From an optimization exercise on the open Yosys and OpenROAD flow, aimed at small area; shortcuts taken in it are not production practice. The RTL was checked by simulation tests, not by an equivalence proof against the original design. The flow treats the clock pin as an ideal source. Dropping or thinning the clock tree relies on that and would not hold on a real chip.

02-27:
==> flow/design.v (excerpt) <==
module game_master_core (
    input  logic       clk,
    input  logic       rst,
    input  logic       u_btn,
    input  logic       r_btn,
    input  logic       l_btn,
    input  logic       die_en,
    input  logic [2:0] die_value,
    output logic [3:0] sec0,
    output logic [3:0] sec1,
    output logic [3:0] min0,
    output logic [3:0] min1,
    output logic [5:0] p1_position,
    output logic [5:0] p2_position,
    output logic [2:0] play_state,
    output logic       wait_p1,
    output logic       wait_p2,
    output logic [1:0] score_p1,
    output logic [1:0] score_p2,
    output logic       scl,
    input  logic       sda_i,
    output logic       sda_o,
    output logic       sda_oe
);
    function automatic logic [12:0] l13(input logic [12:0] s);
        l13 = {s[11:0], ~(s[12] ^ s[3] ^ s[2] ^ s[0])};
    endfunction
    function automatic logic [9:0] l10(input logic [9:0] s);
        l10 = {s[8:0], ~(s[9] ^ s[6])};
    endfunction
    function automatic logic [6:0] l7(input logic [6:0] s);
        l7 = {s[5:0], ~(s[6] ^ s[5])};
    endfunction
    localparam logic [12:0] C13_1    = 13'h1;      
    localparam logic [12:0] C13_3000 = 13'h1cd0;   
    localparam logic [12:0] C13_7999 = 13'hb86;    
    localparam logic [9:0]  C10_999  = 10'h2b2;    
    localparam logic [6:0]  C7_24    = 7'h57;
    localparam logic [6:0]  C7_26    = 7'h5c;
    localparam logic [6:0]  C7_49    = 7'h2b;
    localparam logic [6:0]  C7_74    = 7'h6c;
    localparam logic [6:0]  C7_76    = 7'h32;
  ...
export LEC_CHECK = 0
export CAP_MARGIN = 20
export CORE_MARGIN = 2
export CORE_UTILIZATION = 40
export CTS_BUF_LIST = sky130_fd_sc_hd__clkbuf_8
export PLACE_DENSITY = 0.6
export SLEW_MARGIN = 20
create_clock -name core_clock -period 10.0 [get_ports {clk}]
standard.sh (not shown) runs the stock make flow with config.mk's settings and CLKGATE_MAP_FILE= SYNTH_SCRIPT=/design/flow/synth_recipe.tcl, a recipe that flattens the netlist after the stock synthesis.
==> flow/flow/run.sh <==
#!/bin/bash
# Own layout flow: the standard synthesis, then an area re-mapping of its
# combinational logic (the flip-flops stay exactly as synthesized), then
# the standard layout steps with port buffers of the smallest size and a
# smaller balanced clock tree of our own (flow/cts.tcl).
# Each tool's output goes to a log of its own in this folder.
set -euo pipefail
W=$PWD
R=$W/orfs/results/$FLOW_PLATFORM/game_master_core/base
LIB=$FLOW_HOME/platforms/$FLOW_PLATFORM/lib/sky130_fd_sc_hd__tt_025C_1v80.lib
YOSYS=${YOSYS_EXE:-$(dirname "$FLOW_HOME")/tools/install/yosys/bin/yosys}

# 1. standard synthesis (1_2_yosys.v, 1_synth.odb)
bash standard.sh synth > log_1_synth.log 2>&1

# 2. area re-mapping of the combinational logic
cp "$R/1_2_yosys.v" "$W/1_2_yosys_standard.v"
sed -e "s#IN_LIB#$LIB#g" -e "s#IN_NETLIST#$W/1_2_yosys_standard.v#" \
    -e "s#OUT_NETLIST#$W/1_2_yosys_remapped.v#" -e "s#OUT_STAT#$W/remapped_stat.txt#" \
    flow/reabc.ys > "$W/reabc_run.ys"
"$YOSYS" -s "$W/reabc_run.ys" > log_2_reabc.log 2>&1
cp "$W/1_2_yosys_remapped.v" "$R/1_2_yosys.v"
rm -f "$R/1_synth.odb" "$R/1_synth.sdc"

# 3. placement, with port buffers of the smallest size
PORTBUF="BUFFER_PORTS_ARGS=-buffer_cell sky130_fd_sc_hd__buf_1"
bash standard.sh "$PORTBUF" place > log_3_place.log 2>&1

# 4. clock tree: flow/cts.tcl in place of ORFS's CTS step (a root buffer and
#    ten leaf buffers, each driving one cluster of flip-flops)
bash standard.sh run "RUN_SCRIPT=$W/flow/cts.tcl" RUN_LOG_NAME_STEM=4_1_cts \
    MY_CTS_CLOCK_PORT=clk MY_CTS_LEAVES=10 MY_CTS_LEAF_CELL=sky130_fd_sc_hd__clkbuf_8 \
    MY_CTS_ROOT_CELL=sky130_fd_sc_hd__clkbuf_8 > log_4_cts.log 2>&1
test -f "$R/4_1_cts.odb"

# 5. routing and the rest of the standard layout
bash standard.sh "$PORTBUF" finish > log_5_route_finish.log 2>&1
test -f out/final.def
Other scripts of this flow, unchanged in this note and not shown: flow/flow/cts.tcl, flow/flow/reabc.ys
[inputs] 04-11 vs 02-27
--- a/flow/design.v
+++ b/flow/design.v
@@ -384,32 +384,33 @@
             if (crst) begin
                 cslave <= cslave | creg[0];
                 creg   <= {1'b0, ~creg[0]};
             end else begin
                 cslave <= 1'b1;
                 cdat   <= creg[0] ? p2v1 : p2v0;
             end
         end
     end
-    localparam logic [3:0] M_IDLE = 4'd0, M_S1 = 4'd1, M_S2 = 4'd2, M_AW = 4'd3,
-                           M_AAW = 4'd4, M_RA = 4'd5, M_AR = 4'd6, M_WB = 4'd7,
-                           M_AWB = 4'd8, M_P1 = 4'd9, M_P2 = 4'd10, M_P3 = 4'd11;
+    localparam logic [3:0] M_IDLE = 4'b0000, M_S1 = 4'b0001, M_S2 = 4'b0010,
+                           M_P1 = 4'b0100, M_P2 = 4'b0101, M_P3 = 4'b0110,
+                           M_AW = 4'b1000, M_AAW = 4'b1001, M_RA = 4'b1010,
+                           M_AR = 4'b1011, M_WB = 4'b1100, M_AWB = 4'b1101;
     logic [3:0] ms;
     logic [6:0] mc;        
     logic [2:0] bc;        
     logic       wack;      
     logic       scl_d;     
     logic       m_data, m_ack, rising, falling, m_end;
     logic [7:0] m_byte;
     assign m_idle  = (ms == M_IDLE);
     assign m_done  = (ms == M_P3);
-    assign m_ack   = (ms == M_AAW) || (ms == M_AR) || (ms == M_AWB);
-    assign m_data  = (ms == M_AW) || (ms == M_RA) || (ms == M_WB) || m_ack;
+    assign m_ack   = ms[3] && ms[0];
+    assign m_data  = ms[3];
     assign rising  = (mc == C7_26);
     assign falling = (mc == C7_76);
     always_comb begin
         case (ms)
             M_S1, M_S2, M_P1: m_end = (mc == C7_49);
             M_P2, M_P3:       m_end = (mc == C7_24);
             default:          m_end = 1'b0;
         endcase
     end
@@ -419,19 +420,20 @@
             M_RA:    m_byte = {6'd0, creg};
             default: m_byte = {6'd0, cdat};
         endcase
     end
     always_ff @(posedge clk or posedge rst) begin
         if (rst) ms <= M_IDLE;
         else begin
             case (ms)
                 M_IDLE: if (cph == C_WAIT) ms <= M_S1;
-                M_S1, M_S2, M_P1, M_P2: if (m_end) ms <= ms + 4'd1;
+                M_S1, M_P1, M_P2: if (m_end) ms <= ms + 4'd1;
+                M_S2: if (m_end) ms <= M_AW;
                 M_P3: if (m_end) ms <= M_IDLE;
                 M_AW, M_RA, M_WB: if (falling && bc == 3'd7) ms <= ms + 4'd1;
                 M_AAW, M_AR, M_AWB: if (falling) ms <= (wack || ms == M_AWB) ? M_P1 : ms + 4'd1;
                 default: ms <= M_IDLE;
             endcase
         end
     end
     always_ff @(posedge clk) begin
         scl_d <= 1'b0;
[summary]
Changes observed in 04-11 relative to 02-27: worst setup margin now smaller, critical path arrival rose by 0.02 ns, gate count of the mapped netlist went down, final cell utilization of the core flat. Of 04-11 and 02-27, 02-27 shows the higher netlist area before placement, with 04-11 below it. The clock insertion delay at the later pin of the skew report on 04-11 is in line with that on 02-27. Against 02-27, 04-11 comes in 2 lower on critical path depth.
In every run of this note, the design's own scripts or RTL, not TritonCTS, make the clock network.

* * *

job 103:
game_master_core, a different RTL version from the one above (not shown whole).
Size: ~50 I/O pins.
Settings: LEC_CHECK=0, CAP_MARGIN=20, CORE_MARGIN=2, CORE_UTILIZATION=40, CTS_BUF_LIST=sky130_fd_sc_hd__clkbuf_8, PLACE_DENSITY=0.6, SLEW_MARGIN=20; clock period 10.0 ns.
==> flow/flow/run.sh <==
#!/bin/bash
# Own layout flow: the standard synthesis, then an area re-mapping of its
# combinational logic (the flip-flops stay exactly as synthesized), then
# the standard layout steps with port buffers of the smallest size and a
# smaller balanced clock tree of our own (flow/cts.tcl).
# Each tool's output goes to a log of its own in this folder.
set -euo pipefail
W=$PWD
R=$W/orfs/results/$FLOW_PLATFORM/game_master_core/base
LIB=$FLOW_HOME/platforms/$FLOW_PLATFORM/lib/sky130_fd_sc_hd__tt_025C_1v80.lib
YOSYS=${YOSYS_EXE:-$(dirname "$FLOW_HOME")/tools/install/yosys/bin/yosys}

# 1. standard synthesis (1_2_yosys.v, 1_synth.odb)
bash standard.sh synth > log_1_synth.log 2>&1

# 2. area re-mapping of the combinational logic: several area-oriented ABC
#    scripts (four of them with ABC's &deepsyn, from different seeds), run
#    four at a time, keeping the smallest result (all are the same logic)
cp "$R/1_2_yosys.v" "$W/1_2_yosys_standard.v"
MAP3="dch;map -a;strash;dch;map -a;strash;dch;map -a;topo"
SCRIPTS=(
  "+strash;&get -n;&deepsyn -T 100 -S 0;&put;$MAP3"
  "+strash;&get -n;&deepsyn -T 100 -S 1;&put;$MAP3"
  "+strash;&get -n;&deepsyn -T 100 -S 2;&put;$MAP3"
  "+strash;&get -n;&deepsyn -T 100 -S 3;&put;$MAP3"
  "+strash;$MAP3"
  "+strash;dch -f;map -a;strash;dch -f;map -a;strash;dch -f;map -a;topo"
  "+strash;ifraig;dch;map -a;strash;ifraig;dch;map -a;strash;dch;map -a;topo"
  "+strash;drw;drf;$MAP3"
)
run_map() {
  local i=$1
  python3 - "$LIB" "$W" "$i" "${SCRIPTS[$i]}" flow/reabc.ys > "$W/reabc_run_$i.ys" <<'PY'
import sys
lib, w, i, script, tmpl = sys.argv[1:6]
s = open(tmpl).read()
s = s.replace('IN_LIB', lib).replace('IN_NETLIST', w + '/1_2_yosys_standard.v')
s = s.replace('OUT_NETLIST', '%s/remapped_%s.v' % (w, i)).replace('OUT_STAT', '%s/remapped_stat_%s.txt' % (w, i))
s = s.replace('ABC_SCRIPT', script)
print(s, end='')
PY
  "$YOSYS" -s "$W/reabc_run_$i.ys" > "log_2_reabc_$i.log" 2>&1 || true
}
for i in 0 1 2 3; do run_map $i & done
wait
for i in 4 5 6 7; do run_map $i & done
wait
best=""; best_area=""
for i in "${!SCRIPTS[@]}"; do
  f="$W/remapped_stat_$i.txt"
  [[ -f "$f" && -f "$W/remapped_$i.v" ]] || { echo "script $i: failed" >> log_2_reabc_choice.log; continue; }
  a=$(grep "Chip area for module '.game_master_core'" "$f" | tail -1 | awk '{print $NF}')
  echo "script $i: area $a" >> log_2_reabc_choice.log
  if [[ -n "$a" ]] && { [[ -z "$best_area" ]] || awk -v a="$a" -v b="$best_area" 'BEGIN{exit !(a < b)}'; }; then
    best=$i; best_area=$a
  fi
done
echo "chosen: script $best, area $best_area" >> log_2_reabc_choice.log
cp "$W/remapped_$best.v" "$R/1_2_yosys.v"
rm -f "$R/1_synth.odb" "$R/1_synth.sdc"

# 3. placement, with port buffers of the smallest size
PORTBUF="BUFFER_PORTS_ARGS=-buffer_cell sky130_fd_sc_hd__buf_1"
bash standard.sh "$PORTBUF" place > log_3_place.log 2>&1

# 4. clock tree: flow/cts.tcl in place of ORFS's CTS step (a root buffer and
#    ten leaf buffers, each driving one cluster of flip-flops)
bash standard.sh run "RUN_SCRIPT=$W/flow/cts.tcl" RUN_LOG_NAME_STEM=4_1_cts \
    MY_CTS_CLOCK_PORT=clk MY_CTS_LEAVES=10 MY_CTS_LEAF_CELL=sky130_fd_sc_hd__clkbuf_8 \
    MY_CTS_ROOT_CELL=sky130_fd_sc_hd__clkbuf_8 > log_4_cts.log 2>&1
test -f "$R/4_1_cts.odb"

# 5. routing and the rest of the standard layout
bash standard.sh "$PORTBUF" finish > log_5_route_finish.log 2>&1
test -f out/final.def
Other scripts of this flow, unchanged in this note and not shown: flow/flow/cts.tcl, flow/flow/reabc.ys
#### Input delta (job 105 over job 103)
diff --git a/flow/design.v b/flow/design.v
--- a/flow/design.v
+++ b/flow/design.v
@@ -10,28 +10,29 @@
     logic [7:0] o;
     logic       set, low_ones, stable;
     assign set      = d1 ^ d2;
     assign low_ones = &o[6:0];
     assign stable   = low_ones & o[7];
     always_ff @(posedge clk or posedge rst) begin
         if (rst) begin
             d1 <= 1'b0;
-            d2 <= 1'b0;
             d3 <= 1'b0;
             o  <= START;
         end else begin
             d1 <= btn_in;
-            d2 <= d1;
             if (set) o <= START;
             else o <= {o[6:0], ~(o[7] ^ o[6] ^ o[4] ^ o[2]) | low_ones};
             if (!set && stable) d3 <= d2;
         end
     end
-    always_ff @(posedge clk) d4 <= d3;
+    always_ff @(posedge clk) begin
+        d2 <= d1;
+        d4 <= d3;
+    end
     assign btn_tick = d3 & ~d4;
 endmodule
 `timescale 1ns / 1ps
 module game_master_core (
     input  logic       clk,
     input  logic       rst,
     input  logic       u_btn,
     input  logic       r_btn,
@@ -86,51 +87,49 @@
     logic        time_over;
     logic        game_final;
     logic [12:0] cnt;
     logic        end_wait;
     assign play_en    = (es == E_PLAY);
     assign play_state = (es == E_SW1) ? E_SW : es;
     assign start_r    = (es == E_SW1);
     assign end_wait   = (es == E_RST) && !restart_r && (cnt == C13_3000);
+    always_ff @(posedge clk) restart_r <= (es == E_TO || es == E_END) && l_tick;
     always_ff @(posedge clk or posedge rst) begin
         if (rst) begin
             es        <= E_IDLE;
-            restart_r <= 1'b0;
         end else begin
-            restart_r <= 1'b0;
             case (es)
                 E_IDLE: if (u_tick) es <= E_SW1;
                 E_SW, E_SW1: es <= u_tick ? E_PLAY : E_SW;
                 E_PLAY: begin
                     if (time_over) es <= E_TO;
                     else if (game_final) es <= E_END;
                     else if (r_tick) es <= E_STOP;
                 end
                 E_STOP: if (r_tick) es <= E_PLAY;
-                E_TO, E_END: if (l_tick) begin es <= E_RST; restart_r <= 1'b1; end
+                E_TO, E_END: if (l_tick) es <= E_RST;
                 default: if (end_wait) es <= E_SW1;   
             endcase
         end
     end
     localparam logic [1:0] T_INIT = 2'd0, T_STOP = 2'd1, T_RUN = 2'd2, T_END = 2'd3;
     logic [1:0] ts;
     logic       clear_r;
     logic [9:0] tcnt;
     logic       tick;
     logic       m1;
     logic [3:0] m0;
     logic [2:0] s1;
     logic [3:0] s0;
+    always_ff @(posedge clk) clear_r <= (ts == T_INIT) && !start_r;
     always_ff @(posedge clk or posedge rst) begin
         if (rst) begin
             ts      <= T_INIT;
-            clear_r <= 1'b1;
         end else begin
-            clear_r <= (ts == T_INIT) && !start_r;
             case (ts)
                 T_INIT: if (start_r) ts <= T_STOP;
                 T_STOP: if (play_en) ts <= T_RUN;
                 T_RUN: begin
                     if (time_over || game_final) ts <= T_END;
                     else if (!play_en) ts <= T_STOP;
                 end
                 default: if (restart_r) ts <= T_INIT;
[summary]
- Job 103 and job 105 ended up with nearly the same utilization.
- Comparing job 105 with job 103, the final cell count came out essentially unchanged.
- NOTE global-route wire length before repair job 103->job 105 decreased slightly
- Taking job 103 over job 105, the fmax ratio works out to 0.934.
- Height of the die: job 105 vs job 103 — no meaningful difference
No run of this note takes its clock network from TritonCTS; it comes from the design's own scripts or RTL.

afterwards: timing with drivers on the ports:
In the flow no input, the clock included, has a driving cell. The finished layouts below were timed again as built, in two steps.
Step 1 assumes that a clkbuf_16 drives the clock port and a buf_2 every other input.
Step 2 times the ports against the registers' clock, not the clock port: input delays grow and output delays shrink by t, the midpoint of the rising clock arrivals with the driver on.
Slacks: no drivers / after step 1 / after step 2; pairs: no drivers / after step 1.
| run | t (ns) | setup WS [ns] | worst hold slack (ns) | slew at the worst register clock pin (ns) | pins driven straight from the clock port |
|---|---|---|---|---|---|
| 02-27 | 0.436 | 5.953 / 5.937 / 6.310 | 0.406 / 0.406 / 0.406 | 0.09 / 0.09 | 1 |
| 04-11 | 0.445 | 5.932 / 5.916 / 6.285 | 0.408 / 0.408 / 0.408 | 0.10 / 0.10 | 1 |
| job 103 | 0.425 | 5.858 / 5.843 / 5.727 | 0.405 / 0.405 / 0.405 | 0.10 / 0.10 | 1 |
| job 105 | 0.427 | 6.130 / 6.113 / 5.946 | 0.401 / 0.401 / 0.401 | 0.10 / 0.10 | 1 |
After both steps every run listed still meets setup and hold. For job 105, which loses most, drivers alone change the setup slack by -0.017 ns; drivers and shift together by -0.184 ns.
